Background: an optimization exercise with open tools, aiming at small area, a short achievable clock period and few clock cycles per item. Do not read the settings as production practice.
No run shown here included a check of the RTL's function; only the layout flow was run.
No activity file was given, so power comes from the tool's default toggle rates.

==> flow/design.v <==
module SystolicArrayAxiWrapper(
    input axi_clk,
    input axi_rst_n,
    input s_axis_valid,
    input [47:0] s_axis_data,
    output s_axis_ready,
    output m_axis_valid,
    output [143:0] m_axis_data,
    input m_axis_ready
);
logic ovalid;    
logic [15:0] acc [0:8];
logic [0:0] cy [0:8];
logic [1:0]  beat_in;   
logic        v1;        
logic        first, last;    
logic [47:0] d;
wire stall = first && ovalid && !m_axis_ready;
wire go = v1 && !stall;
assign s_axis_ready = !(v1 && stall);
assign m_axis_valid = ovalid;
wire fire = s_axis_valid && s_axis_ready;
always_ff @(posedge axi_clk) begin
    if (!axi_rst_n) begin
        beat_in <= 2'd0;
        v1 <= 1'b0;
        ovalid <= 1'b0;
    end else begin
        if (fire) beat_in <= (beat_in == 2'd2) ? 2'd0 : beat_in + 2'd1;
        if (s_axis_ready) v1 <= s_axis_valid;
        if (go && last) ovalid <= 1'b1;
        else if (m_axis_ready) ovalid <= 1'b0;
    end
end
always_ff @(posedge axi_clk) begin
    if (s_axis_ready) begin
        d <= s_axis_data;
        first <= (beat_in == 2'd0);
        last <= (beat_in == 2'd2);
    end
end
wire gate = 1'b1;
wire clr = first;
logic [3:0] one [0:2], two [0:2], neg [0:2];
genvar j, r;
generate
    for (j = 0; j < 3; j++) begin : g_enc
        wire [8:0] b = {s_axis_data[24 + 8*j +: 8], 1'b0};
        for (r = 0; r < 4; r++) begin : g_dig
            wire one_d = b[2*r+1] ^ b[2*r];
            wire two_d = (b[2*r+2] & ~b[2*r+1] & ~b[2*r]) | (~b[2*r+2] & b[2*r+1] & b[2*r]);
            wire neg_d = b[2*r+2];
            always_ff @(posedge axi_clk) begin
                if (s_axis_ready) begin
                    one[j][r] <= one_d;
                    two[j][r] <= two_d;
                    neg[j][r] <= neg_d;
                end
            end
        end
    end
endgenerate
genvar i, jj;
generate
    for (i = 0; i < 3; i++) begin : g_row
        for (jj = 0; jj < 3; jj++) begin : g_col
            wire [15:0] sum;
            wire [0:0] cout;
            wire [15:0] start = clr ? 16'h0100 : acc[3*i+jj];
            Mac u_mac (.a(d[8*i +: 8]), .one(one[jj]), .two(two[jj]), .neg(neg[jj]), .act(gate), .acc(start), .cin(clr ? 1'd0 : cy[3*i+jj]), .cout(cout), .sum(sum));
            always_ff @(posedge axi_clk) if (go) cy[3*i+jj] <= cout;
            always_ff @(posedge axi_clk) if (go) acc[3*i+jj] <= sum;
            assign m_axis_data[16*(3*i+jj) +: 16] = {acc[3*i+jj][15:7] + 9'(cy[3*i+jj]), acc[3*i+jj][6:0]};
        end
    end
endgenerate
endmodule
module Mac(
    input [7:0] a,
    input [3:0] one, two, neg,
    input act,
    input [15:0] acc,
    input [0:0] cin,
    output [0:0] cout,
    output [15:0] sum
);
    wire p0 = (one[0] & a[0]) ^ neg[0];
    wire p1 = ((one[0] & a[1]) | (two[0] & a[0])) ^ neg[0];
    wire p2 = ((one[0] & a[2]) | (two[0] & a[1])) ^ neg[0];
    wire p3 = ((one[0] & a[3]) | (two[0] & a[2])) ^ neg[0];
    wire p4 = ((one[0] & a[4]) | (two[0] & a[3])) ^ neg[0];
    wire p5 = ((one[0] & a[5]) | (two[0] & a[4])) ^ neg[0];
    wire p6 = ((one[0] & a[6]) | (two[0] & a[5])) ^ neg[0];
    wire p7 = ((one[0] & a[7]) | (two[0] & a[6])) ^ neg[0];
    wire p8 = ((one[0] & a[7]) | (two[0] & a[7])) ^ neg[0];
    wire p9 = ~p8 & act;
    wire p10 = (one[1] & a[0]) ^ neg[1];
    wire p11 = ((one[1] & a[1]) | (two[1] & a[0])) ^ neg[1];
    wire p12 = ((one[1] & a[2]) | (two[1] & a[1])) ^ neg[1];
    wire p13 = ((one[1] & a[3]) | (two[1] & a[2])) ^ neg[1];
    wire p14 = ((one[1] & a[4]) | (two[1] & a[3])) ^ neg[1];
    wire p15 = ((one[1] & a[5]) | (two[1] & a[4])) ^ neg[1];
    wire p16 = ((one[1] & a[6]) | (two[1] & a[5])) ^ neg[1];
    wire p17 = ((one[1] & a[7]) | (two[1] & a[6])) ^ neg[1];
    wire p18 = ((one[1] & a[7]) | (two[1] & a[7])) ^ neg[1];
    wire p19 = ~p18 & act;
    wire p20 = (one[2] & a[0]) ^ neg[2];
    wire p21 = ((one[2] & a[1]) | (two[2] & a[0])) ^ neg[2];
    wire p22 = ((one[2] & a[2]) | (two[2] & a[1])) ^ neg[2];
    wire p23 = ((one[2] & a[3]) | (two[2] & a[2])) ^ neg[2];
    wire p24 = ((one[2] & a[4]) | (two[2] & a[3])) ^ neg[2];
    wire p25 = ((one[2] & a[5]) | (two[2] & a[4])) ^ neg[2];
    wire p26 = ((one[2] & a[6]) | (two[2] & a[5])) ^ neg[2];
    wire p27 = ((one[2] & a[7]) | (two[2] & a[6])) ^ neg[2];
    wire p28 = ((one[2] & a[7]) | (two[2] & a[7])) ^ neg[2];
    wire p29 = ~p28 & act;
    wire p30 = (one[3] & a[0]) ^ neg[3];
    wire p31 = ((one[3] & a[1]) | (two[3] & a[0])) ^ neg[3];
    wire p32 = ((one[3] & a[2]) | (two[3] & a[1])) ^ neg[3];
    wire p33 = ((one[3] & a[3]) | (two[3] & a[2])) ^ neg[3];
    wire p34 = ((one[3] & a[4]) | (two[3] & a[3])) ^ neg[3];
    wire p35 = ((one[3] & a[5]) | (two[3] & a[4])) ^ neg[3];
    wire p36 = ((one[3] & a[6]) | (two[3] & a[5])) ^ neg[3];
    wire p37 = ((one[3] & a[7]) | (two[3] & a[6])) ^ neg[3];
    wire p38 = ((one[3] & a[7]) | (two[3] & a[7])) ^ neg[3];
    wire p39 = ~p38 & act;
    wire s40 = neg[0] ^ acc[0] ^ p0;
    wire c41 = (neg[0] & acc[0]) | (neg[0] & p0) | (acc[0] & p0);
    wire s42 = neg[1] ^ acc[2] ^ p10;
    wire c43 = (neg[1] & acc[2]) | (neg[1] & p10) | (acc[2] & p10);
    wire s44 = acc[3] ^ p11 ^ p3;
    wire c45 = (acc[3] & p11) | (acc[3] & p3) | (p11 & p3);
    wire s46 = neg[2] ^ acc[4] ^ p12;
    wire c47 = (neg[2] & acc[4]) | (neg[2] & p12) | (acc[4] & p12);
    wire s48 = acc[5] ^ p13 ^ p21;
    wire c49 = (acc[5] & p13) | (acc[5] & p21) | (p13 & p21);
    wire s50 = neg[3] ^ acc[6] ^ p14;
    wire c51 = (neg[3] & acc[6]) | (neg[3] & p14) | (acc[6] & p14);
    wire s52 = p22 ^ p30 ^ p6;
    wire c53 = (p22 & p30) | (p22 & p6) | (p30 & p6);
    wire s54 = acc[7] ^ cin[0] ^ p15;
    wire c55 = (acc[7] & cin[0]) | (acc[7] & p15) | (cin[0] & p15);
    wire s56 = p23 ^ p31 ^ p7;
    wire c57 = (p23 & p31) | (p23 & p7) | (p31 & p7);
    wire s58 = acc[8] ^ p16 ^ p24;
    wire c59 = (acc[8] & p16) | (acc[8] & p24) | (p16 & p24);
    wire s60 = acc[9] ^ p17 ^ p25;
    wire c61 = (acc[9] & p17) | (acc[9] & p25) | (p17 & p25);
    wire s62 = acc[10] ^ p19 ^ p26;
    wire c63 = (acc[10] & p19) | (acc[10] & p26) | (p19 & p26);
    wire s64 = acc[11] ^ p27 ^ p35;
    wire c65 = (acc[11] & p27) | (acc[11] & p35) | (p27 & p35);
    wire s66 = acc[12] ^ p29 ^ p36;
    wire c67 = (acc[12] & p29) | (acc[12] & p36) | (p29 & p36);
    wire s68 = acc[1] ^ p1 ^ c41;
    wire c69 = (acc[1] & p1) | (acc[1] & c41) | (p1 & c41);
    wire s70 = p20 ^ p4 ^ c45;
    wire c71 = (p20 & p4) | (p20 & c45) | (p4 & c45);
    wire s72 = p5 ^ c47 ^ s48;
    wire c73 = (p5 & c47) | (p5 & s48) | (c47 & s48);
    wire s74 = c49 ^ s50 ^ s52;
    wire c75 = (c49 & s50) | (c49 & s52) | (s50 & s52);
    wire s76 = c51 ^ c53 ^ s54;
    wire c77 = (c51 & c53) | (c51 & s54) | (c53 & s54);
    wire s78 = p32 ^ p9 ^ c55;
    wire c79 = (p32 & p9) | (p32 & c55) | (p9 & c55);
    wire s80 = p33 ^ c59 ^ s60;
    wire c81 = (p33 & c59) | (p33 & s60) | (c59 & s60);
    wire s82 = p34 ^ c61 ^ s62;
    wire c83 = (p34 & c61) | (p34 & s62) | (c61 & s62);
    wire s84 = acc[13] ^ p37 ^ c67;
    wire c85 = (acc[13] & p37) | (acc[13] & c67) | (p37 & c67);
    wire s86 = p2 ^ s42 ^ c69;
    wire c87 = (p2 & s42) | (p2 & c69) | (s42 & c69);
    wire s88 = s56 ^ c75 ^ s76;
    wire c89 = (s56 & c75) | (s56 & s76) | (c75 & s76);
    wire s90 = c57 ^ s58 ^ c77;
    wire c91 = (c57 & s58) | (c57 & c77) | (s58 & c77);
    wire s92 = c63 ^ s64 ^ c83;
    wire c93 = (c63 & s64) | (c63 & c83) | (s64 & c83);
    wire s94 = acc[14] ^ p39 ^ c85;
    wire c95 = (acc[14] & p39) | (acc[14] & c85) | (p39 & c85);
    wire s96 = c43 ^ s44 ^ c87;
    wire c97 = (c43 & s44) | (c43 & c87) | (s44 & c87);
    wire s98 = s78 ^ c89 ^ s90;
    wire c99 = (s78 & c89) | (s78 & s90) | (c89 & s90);
    wire s100 = c79 ^ s80 ^ c91;
    wire c101 = (c79 & s80) | (c79 & c91) | (s80 & c91);
    wire s102 = c65 ^ s66 ^ c93;
    wire c103 = (c65 & s66) | (c65 & c93) | (s66 & c93);
    wire s104 = s46 ^ s70 ^ c97;
    wire c105 = (s46 & s70) | (s46 & c97) | (s70 & c97);
    wire s106 = c81 ^ s82 ^ c101;
    wire c107 = (c81 & s82) | (c81 & c101) | (s82 & c101);
    wire s108 = c71 ^ s72 ^ c105;
    wire c109 = (c71 & s72) | (c71 & c105) | (s72 & c105);
    wire s110 = c73 ^ s74 ^ c109;
    wire c111 = (c73 & s74) | (c73 & c109) | (s74 & c109);
    wire [15:0] rx = {acc[15], s94, s84, s102, s92, s106, c99, s98, s88, s110, s108, s104, s96, s86, s68, s40};
    wire [15:0] ry = {c95, 1'b0, c103, 1'b0, c107, 1'b0, s100, 1'b0, c111, 1'b0, 1'b0, 1'b0, 1'b0, 1'b0, 1'b0, 1'b0};
    assign {cout[0], sum[6:0]} = rx[6:0] + ry[6:0];
    assign sum[15:7] = rx[15:7] + ry[15:7];
endmodule
==> flow/run.sh <==
#!/bin/bash
# synth_recipe.tcl (not shown) runs the flow's synth.tcl, then flattens the netlist and writes it again
# the make line also repeats each setting of config.mk as NAME=value (left out here)
make -C /OpenROAD-flow-scripts/flow DESIGN_CONFIG=/design/flow/config.mk WORK_HOME=/design/flow/orfs CLKGATE_MAP_FILE= SYNTH_SCRIPT=/design/flow/synth_recipe.tcl finish
==> flow/config.mk <==
export PLATFORM = sky130hd
export DESIGN_NAME = SystolicArrayAxiWrapper
export DESIGN_NICKNAME = SystolicArrayAxiWrapper
export VERILOG_FILES = /design/flow/design.v
export SDC_FILE = /design/flow/constraint.sdc
export NUM_CORES = 4
export LEC_CHECK = 0
export CAP_MARGIN = 20
export CORE_MARGIN = 2
export CORE_UTILIZATION = 40
export SETUP_SLACK_MARGIN = 2.6
export SLEW_MARGIN = 20
==> flow/constraint.sdc <==
create_clock -name core_clock -period 6.5 [get_ports {axi_clk}]
set_input_delay 1.3000 -clock core_clock [delete_from_list [all_inputs] [get_ports {axi_clk}]]
set_output_delay 1.3000 -clock core_clock [all_outputs]
set_load 0.01 [all_outputs]
==> results of run 1 <==
==> layer usage <==
| layer | vias to the layer above | GRT usage, % | share of wire (%) |
|---|---|---|---|
| li1 | 7450 | - | - |
| met5 | - | 0 | 0 |
| met1 | 8894 | 33.3 | 40 |
| met3 | 108 | 5.15 | 9.0 |
| met4 | 0 | 7.14 | 2.7 |
| met2 | 785 | 41.8 | 49 |
==> worst max path at each step <==
stage / slack (ps) / end / depth (start not counted)
detailed placement: 1680 / acc[0][15]$_DFFE_PP_ / 19
CTS: 2280 / acc[4][13]$_DFFE_PP_ / 21
floorplan: 2350 / acc[0][0]$_DFFE_PP_ / 2
global route: 2120 / acc[4][13]$_DFFE_PP_ / 22
global placement: 1760 / acc[4][13]$_DFFE_PP_ / 19
finish: 2240 / acc[4][15]$_DFFE_PP_ / 22
==> power breakdown <==
| part | switching (mW) | internal, mW | leakage [nW] | total [mW] |
|---|---|---|---|---|
| Combinational | 5.37 | 5.13 | 9.33 | 10.5 |
| Sequential | 0.326 | 2.51 | 2.06 | 2.84 |
| Clock | 0.695 | 0.997 | 0.465 | 1.69 |
| Total | 6.39 | 8.65 | 11.8 | 15.0 |
==> sequential cells by signal, indices dropped and copies added (netlist names) <==
signal / count
ovalid: 1
acc: 144
last: 1
d: 24
two: 12
first: 1
one: 12
v1: 1
beat_in: 2
neg: 12
==> cells by family after synthesis <==
family | share of synthesized area [%]
AOI/OAI and AO/OA | 11.1
xor gates and xnor gates | 15.7
adders and majority gates | 29.3
buffers and inverters | 8.78
DFF | 27.7
muxes | 0.891
and+or+nand+nor | 6.57
==> layout by cell type, fill, tap and decap left out, types with 20 or more instances in the layout <==
cell type / netlist / layout
a22oi_1: 252 / 217
a22oi_2: 0 / 35
buf_12: 0 / 29
buf_4: 20 / 206
buf_6: 14 / 48
clkbuf_16: 0 / 30
clkdlybuf4s50_1: 0 / 196
edfxtp_1: 206 / 206
fa_1: 297 / 210
fa_2: 0 / 87
ha_1: 54 / 27
ha_4: 0 / 25
inv_1: 275 / 236
inv_2: 4 / 39
nand2_1: 48 / 39
nand2b_1: 70 / 69
nor2b_1: 92 / 66
nor2b_2: 1 / 20
o21ai_0: 62 / 43
xnor2_1: 279 / 267
xor2_1: 126 / 125
==> cell type report <==
type | count | share of cell area (%)
multi-input combinational | 1400 | 52.4
sequential | 210 | 20.9
timing repair buffer | 497 | 16.8
inverter | 279 | 3.53
tap | 756 | 3.15
clock buffer | 33 | 2.54
clock inverter | 20 | 0.738
==> worst reg2reg max path, delay by kind of cell, from the launching register on <==
family | cells | cell delay [ps]
adders and majority gates | 8 | 2050
buffers and inverters | 8 | 710
DFF | 1 | 410
muxes | 1 | 270
AOI/OAI and AO/OA | 2 | 260
and+or+nand+nor | 2 | 200
xor gates and xnor gates | 1 | 130
==> through the flow <==
stage	setup WS, ps	total power, mW
after global routing	2120	16.3
after detailed placement	1680	11.0
after floorplan	2350	8.67
after global placement	1760	10.7
after CTS	2280	14.5
final	2240	15.0
==> what timing repair did <==
item,in CTS,in global routing
pin swaps,106,58
cloned,11,0
endpoints found under the hold margin,0,0
gates resized for setup,230,63
buffers inserted,218,20
hold buffers,0,0
endpoints found under the setup margin,89,64
==> flow_summary.ini, run 1 <==
[critical_path]
crit_buf_inv = 8
rr_startpoint = first$_DFFE_PN_
cp_slowest_cell = edfxtp_1
cpMostUsedCell = fa_2
r2r_end = acc[4][15]$_DFFE_PP_
crit_chain = buf_12, buf_12, buf_12, buf_6, nor2b_4, mux2_4, fa_2, fa_2, inv_2, fa_2, inv_2, fa_2, fa_2, inv_2, fa_2, inv_2, ha_4, ha_4, a21oi_4, nand4b_1, a21oi_2, xnor2_1
cp_max_fo = 3
r2r_setup_slack_ps = 2240
crit_arrival_ps = 4620
critPathCaptureType = flip-flop
criticalPathCategory = reg2reg
required_ps = 6860
cpPeakStageDelay_ps = 410
crit_start = first$_DFFE_PN_
cp-start-kind = flip-flop
worst-r2r-cell-count = 22
cp_top_family = adder cells

[clock_tree]
cts_max_path_buffers = 3
cts-root-buf = clkbuf_16
insertion_delay_ps = 610
cts_tree = built
clk_pin_slew_ps = 60
cts_sinks = 210
h-tree-depth = 1
cts_made_buffers = 30

[logic_synthesis]
ys.flop_type = edfxtp_1
synth_most_common_cell = fa_1
synth.area.top_cells = edfxtp_1 (27%), fa_1 (26%), xnor2_1 (11%)
synth_edf_count = 206
synth_cells = 2048
ys_seq_area_share_pct = 27.7
synth_cell_types = 34
synthArstFlopShare_pct = 0
netlist_area_sq_mm = 0.0226
avgSynthCellArea_sq_um = 11.0
synth.largest_area_cell = edfxtp_1
synth_warnings = 11
synth-seq-cells = 210
synthTopCellsByCount = fa_1 (297), xnor2_1 (279), inv_1 (275), a22oi_1 (252), edfxtp_1 (206)
synth_nets = 2451
synth_top_cell_area_share_pct = 27.3

[route]
firstDrtPassIters = 5
dr_total_vias = 17200
antenna_left = 0
drc = 0
via_per_inst = 5.39
routedWlPerCell_um = 23.1
drt_iter0_markers = 1501
wl_um = 73700

[sta]
tightestPinTransition_ps = 926
hold_slack_ps = 498
max_slew_margin_pct = 38.3
setup_tns_ps = 0
post-route-period-util_pct = 65.5
fmax_mhz = 235
finalSetupViolCount = 0
final-max-slew-violation-count = 0
hold_viol = 0
clock_skew_ps = 28.9
period_needed_ps = 4260
rsz0062_at_grt = yes

[place]
gp_congestion = 0.839
hpwlAfterDp_um = 43800
dpl_cell_area_sq_mm = 0.0254
dp.cells = 2893
io_buffers = 197

[final_layout]
ff_latch_area_sq_mm = 0.00627
multi_input_comb_area_sq_mm = 0.0157
area_growth_pct = 32.7
drive_gt1_share_pct = 26.5
finalNetCount = 2821
diodes = 0
postLayoutCoreUtil_pct = 53.5
layoutNonFillerInstCount = 3195
fin_area_sq_mm = 0.0300
fillers = 4904

[outcome]
status = timing/DRC/antenna clean

[global_route]
gr-total-overflow = 0
grt_use_total_pct = 25.2
grt_max_degree = 145
antenna_found_initial = 1
grt_pass1_wl_um = 113000
grt_pass1_vias = 18500

[floorplan]
io_pins = 198
num_rows = 87
die_x_um = 242
start_util_pct = 40.3
die_h_um = 242
core_sq_mm = 0.0562
design.die.area_sq_mm = 0.0585

[min_path]
hp-class = reg2reg
hold_path_depth = 2
hold_path_end = beat_in[1]$_SDFFE_PN0P_
hp-start = beat_in[1]$_SDFFE_PN0P_

[job]
cap_violations = 0

[power]
power.density_mw_per_mm2 = 501
p_leak_nw = 11.8
peakVddDrop_mv = 0.275
==> run 2, diff against run 1 <==
--- a/flow/design.v
+++ b/flow/design.v
@@ -10,7 +10,7 @@
 );
 logic ovalid;    
 logic [15:0] acc [0:8];
-logic [0:0] cy [0:8];
+logic [1:0] cy [0:8];
 logic [1:0]  beat_in;   
 logic        v1;        
 logic        first, last;    
@@ -65,12 +65,12 @@
     for (i = 0; i < 3; i++) begin : g_row
         for (jj = 0; jj < 3; jj++) begin : g_col
             wire [15:0] sum;
-            wire [0:0] cout;
+            wire [1:0] cout;
             wire [15:0] start = clr ? 16'h0100 : acc[3*i+jj];
-            Mac u_mac (.a(d[8*i +: 8]), .one(one[jj]), .two(two[jj]), .neg(neg[jj]), .act(gate), .acc(start), .cin(clr ? 1'd0 : cy[3*i+jj]), .cout(cout), .sum(sum));
+            Mac u_mac (.a(d[8*i +: 8]), .one(one[jj]), .two(two[jj]), .neg(neg[jj]), .act(gate), .acc(start), .cin(clr ? 2'd0 : cy[3*i+jj]), .cout(cout), .sum(sum));
             always_ff @(posedge axi_clk) if (go) cy[3*i+jj] <= cout;
             always_ff @(posedge axi_clk) if (go) acc[3*i+jj] <= sum;
-            assign m_axis_data[16*(3*i+jj) +: 16] = {acc[3*i+jj][15:7] + 9'(cy[3*i+jj]), acc[3*i+jj][6:0]};
+            assign m_axis_data[16*(3*i+jj) +: 16] = acc[3*i+jj] + {1'b0, 1'b0, 1'b0, cy[3*i+jj][1], 1'b0, 1'b0, 1'b0, 1'b0, cy[3*i+jj][0], 1'b0, 1'b0, 1'b0, 1'b0, 1'b0, 1'b0, 1'b0};
         end
     end
 endgenerate
@@ -80,8 +80,8 @@
     input [3:0] one, two, neg,
     input act,
     input [15:0] acc,
-    input [0:0] cin,
-    output [0:0] cout,
+    input [1:0] cin,
+    output [1:0] cout,
     output [15:0] sum
 );
     wire p0 = (one[0] & a[0]) ^ neg[0];
@@ -150,8 +150,8 @@
     wire c63 = (acc[10] & p19) | (acc[10] & p26) | (p19 & p26);
     wire s64 = acc[11] ^ p27 ^ p35;
     wire c65 = (acc[11] & p27) | (acc[11] & p35) | (p27 & p35);
-    wire s66 = acc[12] ^ p29 ^ p36;
-    wire c67 = (acc[12] & p29) | (acc[12] & p36) | (p29 & p36);
+    wire s66 = acc[12] ^ cin[1] ^ p29;
+    wire c67 = (acc[12] & cin[1]) | (acc[12] & p29) | (cin[1] & p29);
     wire s68 = acc[1] ^ p1 ^ c41;
     wire c69 = (acc[1] & p1) | (acc[1] & c41) | (p1 & c41);
     wire s70 = p20 ^ p4 ^ c45;
@@ -168,36 +168,37 @@
     wire c81 = (p33 & c59) | (p33 & s60) | (c59 & s60);
     wire s82 = p34 ^ c61 ^ s62;
     wire c83 = (p34 & c61) | (p34 & s62) | (c61 & s62);
-    wire s84 = acc[13] ^ p37 ^ c67;
-    wire c85 = (acc[13] & p37) | (acc[13] & c67) | (p37 & c67);
-    wire s86 = p2 ^ s42 ^ c69;
-    wire c87 = (p2 & s42) | (p2 & c69) | (s42 & c69);
-    wire s88 = s56 ^ c75 ^ s76;
-    wire c89 = (s56 & c75) | (s56 & s76) | (c75 & s76);
-    wire s90 = c57 ^ s58 ^ c77;
-    wire c91 = (c57 & s58) | (c57 & c77) | (s58 & c77);
-    wire s92 = c63 ^ s64 ^ c83;
-    wire c93 = (c63 & s64) | (c63 & c83) | (s64 & c83);
-    wire s94 = acc[14] ^ p39 ^ c85;
-    wire c95 = (acc[14] & p39) | (acc[14] & c85) | (p39 & c85);
-    wire s96 = c43 ^ s44 ^ c87;
-    wire c97 = (c43 & s44) | (c43 & c87) | (s44 & c87);
-    wire s98 = s78 ^ c89 ^ s90;
-    wire c99 = (s78 & c89) | (s78 & s90) | (c89 & s90);
-    wire s100 = c79 ^ s80 ^ c91;
-    wire c101 = (c79 & s80) | (c79 & c91) | (s80 & c91);
-    wire s102 = c65 ^ s66 ^ c93;
-    wire c103 = (c65 & s66) | (c65 & c93) | (s66 & c93);
-    wire s104 = s46 ^ s70 ^ c97;
-    wire c105 = (s46 & s70) | (s46 & c97) | (s70 & c97);
-    wire s106 = c81 ^ s82 ^ c101;
-    wire c107 = (c81 & s82) | (c81 & c101) | (s82 & c101);
+    wire s84 = p36 ^ c65 ^ s66;
+    wire c85 = (p36 & c65) | (p36 & s66) | (c65 & s66);
+    wire s86 = acc[13] ^ p37 ^ c67;
+    wire c87 = (acc[13] & p37) | (acc[13] & c67) | (p37 & c67);
+    wire s88 = p2 ^ s42 ^ c69;
+    wire c89 = (p2 & s42) | (p2 & c69) | (s42 & c69);
+    wire s90 = s56 ^ c75 ^ s76;
+    wire c91 = (s56 & c75) | (s56 & s76) | (c75 & s76);
+    wire s92 = c57 ^ s58 ^ c77;
+    wire c93 = (c57 & s58) | (c57 & c77) | (s58 & c77);
+    wire s94 = c63 ^ s64 ^ c83;
+    wire c95 = (c63 & s64) | (c63 & c83) | (s64 & c83);
+    wire s96 = acc[14] ^ p39 ^ c87;
+    wire c97 = (acc[14] & p39) | (acc[14] & c87) | (p39 & c87);
+    wire s98 = c43 ^ s44 ^ c89;
+    wire c99 = (c43 & s44) | (c43 & c89) | (s44 & c89);
+    wire s100 = s78 ^ c91 ^ s92;
+    wire c101 = (s78 & c91) | (s78 & s92) | (c91 & s92);
+    wire s102 = c79 ^ s80 ^ c93;
+    wire c103 = (c79 & s80) | (c79 & c93) | (s80 & c93);
+    wire s104 = s46 ^ s70 ^ c99;
+    wire c105 = (s46 & s70) | (s46 & c99) | (s70 & c99);
+    wire s106 = c81 ^ s82 ^ c103;
+    wire c107 = (c81 & s82) | (c81 & c103) | (s82 & c103);
     wire s108 = c71 ^ s72 ^ c105;
     wire c109 = (c71 & s72) | (c71 & c105) | (s72 & c105);
     wire s110 = c73 ^ s74 ^ c109;
     wire c111 = (c73 & s74) | (c73 & c109) | (s74 & c109);
-    wire [15:0] rx = {acc[15], s94, s84, s102, s92, s106, c99, s98, s88, s110, s108, s104, s96, s86, s68, s40};
-    wire [15:0] ry = {c95, 1'b0, c103, 1'b0, c107, 1'b0, s100, 1'b0, c111, 1'b0, 1'b0, 1'b0, 1'b0, 1'b0, 1'b0, 1'b0};
+    wire [15:0] rx = {acc[15], s96, c85, s84, s94, s106, c101, s100, s90, s110, s108, s104, s98, s88, s68, s40};
+    wire [15:0] ry = {c97, 1'b0, s86, c95, c107, 1'b0, s102, 1'b0, c111, 1'b0, 1'b0, 1'b0, 1'b0, 1'b0, 1'b0, 1'b0};
     assign {cout[0], sum[6:0]} = rx[6:0] + ry[6:0];
-    assign sum[15:7] = rx[15:7] + ry[15:7];
+    assign {cout[1], sum[11:7]} = rx[11:7] + ry[11:7];
+    assign sum[15:12] = rx[15:12] + ry[15:12];
 endmodule
==> flow_summary.ini, run 2 <==
[power]
netSwitchingFraction_pct = 41.7
power.switching_mw = 5.67
internal_power_mw = 7.95
p_leak_nw = 11.9
peakVddDrop_mv = 0.264
p_clk_share_pct = 12.2
p_total_mw = 13.6
power.density_mw_per_mm2 = 457
pwr-share-seq_pct = 21.4
pwr-share-comb_pct = 66.5

[logic_synthesis]
synth_cells = 2207
netlist_area_sq_mm = 0.0241
synth_nets = 2646
synth.largest_area_cell = edfxtp_1
synth_cell_types = 29
synthArstFlopShare_pct = 0
ys_seq_area_share_pct = 27.2
synth.area.top_cells = edfxtp_1 (27%), fa_1 (25%), xnor2_1 (10%)
synthTopCellsByCount = inv_1 (311), fa_1 (306), xnor2_1 (277), a22oi_1 (252), edfxtp_1 (215)
synth_warnings = 11
avgSynthCellArea_sq_um = 10.9
synth_top_cell_area_share_pct = 26.8
synth_edf_count = 215
ys.flop_type = edfxtp_1
synth-seq-cells = 219
synth_most_common_cell = inv_1

[floorplan]
die_h_um = 249
start_util_pct = 40.6
core_sq_mm = 0.0592
num_rows = 89
die_x_um = 249
design.die.area_sq_mm = 0.0621
io_pins = 198

[critical_path]
cp_slowest_cell = fa_2
cpPeakStageDelay_ps = 360
cp-endpoint = acc[6][11]$_DFFE_PP_
crit_start = first$_DFFE_PN_
cpMostUsedCell = fa_2
rr_startpoint = first$_DFFE_PN_
criticalPathCategory = reg2reg
cp-start-kind = flip-flop
crit_arrival_ps = 4310
r2r_end = acc[6][11]$_DFFE_PP_
cp_max_fo = 7
critPathCaptureType = flip-flop
required_ps = 6830
crit_chain = buf_6, buf_12, nor2b_2, mux2_2, fa_2, fa_2, inv_2, fa_2, inv_1, fa_2, fa_2, inv_2, fa_2, inv_1, ha_4, ha_4, a21oi_2, nor2_1, xor2_1
r2r_setup_slack_ps = 2520
worst-r2r-cell-count = 19

[clock_tree]
cts_made_buffers = 30
cts_sinks = 219
cts_tree = built
cts-root-buf = clkbuf_16
cts_max_path_buffers = 3
clk_pin_slew_ps = 60
insertion_delay_ps = 580
h-tree-depth = 1

[sta]
period_needed_ps = 3980
hold_viol = 0
rsz0062_at_grt = yes
finalSetupViolCount = 0
setup_tns_ps = 0
tightestPinTransition_ps = 985
fmax_mhz = 251
max_slew_margin_pct = 34.3
clock_skew_ps = 10.9
final-max-slew-violation-count = 0
post-route-period-util_pct = 61.3

[final_layout]
top_regs = acc x144, d x24
largest-register = acc
finalNetCount = 2842
layout_common_cells = inv_1 (275), xnor2_1 (259), fa_1 (234)
ff_latch_area_sq_mm = 0.00654
fillers = 5240
largest_register_ffs = 144
final_common_cell = inv_1
drive_gt1_share_pct = 21.4
area_growth_pct = 23.8
multi_input_comb_area_sq_mm = 0.0157
diodes = 0

[route]
via_per_inst = 5.29
routedWlPerCell_um = 22.6
wl_um = 72100
drt_iter0_markers = 1256
drc = 0
antenna_left = 0
dr_total_vias = 16900
firstDrtPassIters = 7

[global_route]
grt_use_total_pct = 23.1
grt_max_degree = 154
grt_pass1_vias = 18200
grt_pass1_wl_um = 110000
antenna_found_initial = 1
gr-total-overflow = 0

[place]
gp_congestion = 0.829
hpwlAfterDp_um = 45900
io_buffers = 197

[job]
cap_violations = 0

[outcome]
status = timing/DRC/antenna clean

[min_path]
hp-class = reg2reg
==> run 2: cell types whose count changed in the layout (fill, tap and decap cells not counted), moves of 10 or more <==
cell,previous run,this run
nor2b_1,66,108
o21ai_2,13,0
nor2b_2,20,10
buf_6,48,21
fa_2,87,72
inv_1,236,275
nand2b_1,69,48
ha_1,27,56
fa_1,210,234
buf_4,206,172
==> run 2: area by class of cell <==
| cell class | instances | share of cell area (%) |
|---|---|---|
| Clock buffer | 35 | 2.65 |
| Sequential cell | 219 | 21.9 |
| Inverter | 315 | 4.02 |
| Clock inverter | 19 | 0.571 |
| Timing Repair Buffer | 432 | 14.7 |
| Multi-Input combinational cell | 1405 | 52.8 |
| Tap cell | 773 | 3.25 |
==> run 2: power groups by stage <==
stage	logic, mW	registers, mW	clock network, mW
CTS	8.37	2.92	1.70
floorplan	5.53	2.74	0
finish	9.06	2.91	1.66
global route	10.2	2.96	1.74
global placement	7.16	3.03	0
detailed placement	7.41	3.02	0
==> run 2: repair_timing <==
item,CTS,global route
hold buffers,0,0
hold endpoints to repair,0,0
cloned,6,2
pin swaps,52,45
buffers inserted,147,15
endpoints found under the setup margin,74,42
resized for setup,137,126
==> run 2: cell families (layout without fill, tap and decap cells) <==
group | Yosys count | in the layout | synth area share (%)
AOI/OAI and AO/OA | 336 | 336 | 9.78
xor gates and xnor gates | 405 | 405 | 14.7
buffers and inverters | 583 | 801 | 11.7
DFF | 219 | 219 | 27.2
adders and majority gates | 387 | 387 | 29.7
and+or+nand+nor | 257 | 257 | 6.01
muxes | 20 | 20 | 0.879
==> run 2: worst min-delay path by stage <==
stage,startpoint,endpoint,slack [ps],cells past startpoint
after global routing,beat_in[1]$_SDFFE_PN0P_,beat_in[1]$_SDFFE_PN0P_,530,2
after CTS,beat_in[1]$_SDFFE_PN0P_,beat_in[1]$_SDFFE_PN0P_,500,2
after floorplan,beat_in[1]$_SDFFE_PN0P_,beat_in[1]$_SDFFE_PN0P_,450,2
after global placement,beat_in[1]$_SDFFE_PN0P_,beat_in[1]$_SDFFE_PN0P_,460,2
after detailed placement,beat_in[1]$_SDFFE_PN0P_,beat_in[1]$_SDFFE_PN0P_,490,2
final,beat_in[0]$_SDFFE_PN0P_,beat_in[0]$_SDFFE_PN0P_,500,2
==> run 2: worst max-delay path: cells and delay by family, from the launching register on <==
family          cells  cell delay, ps
fa+ha+maj           8            2130
buf+inv             6             590
flops               1             350
mux                 1             280
xor+xnor            1             140
simple gates        2             130
compound gates      1             110
==> run 2: per-stage QoR <==
step	util, %	hold slack, ps	instance area (sq um)	cells	worst slack (ps)
final	50.3	500	29800	3198	2520
after global routing	50.3	526	29800	3198	2390
after CTS	49.1	502	29100	3181	2540
after detailed placement	43.9	492	26000	2974	1800
after global placement	43.9	464	26000	2974	1900
after floorplan	-	454	24300	2207	2200
==> run 2: layer usage <==
layer / track usage, % / up-vias / share of wire, %
met5: 0 / - / 0
li1: - / 7423 / -
met3: 3.74 / 134 / 7.1
met1: 31.4 / 8745 / 42
met2: 37.1 / 602 / 47
met4: 8.81 / 0 / 4.1

port drivers added, routing unchanged:
The results above use ideal ports. As a check the final layouts listed here were re-extracted and re-timed, cells and wires unchanged. Step 1 sets driving cells, clkbuf_16 on the clock port and buf_2 on the other inputs (assumed; they add their load-dependent delay and slew). Step 2 times the ports against the registers' clock, not the clock port: input delays grow and output delays shrink by t, the midpoint of the rising clock arrivals with the driver on. a / b / c = no drivers / after step 1 / after step 2; a / b = the first two.
run | t (ns) | setup slack, ns | worst setup path after step 2 | clock arrival spread, ns | worst slew at a driven data input, ns
run 1 | 0.649 | 2.241 / 2.241 / 2.241 | register to register | 0.030 / 0.029 | 0.05
run 2 | 0.639 | 2.516 / 2.516 / 2.516 | register to register | 0.011 / 0.012 | 0.06
After both steps setup and hold are still met in every run listed.
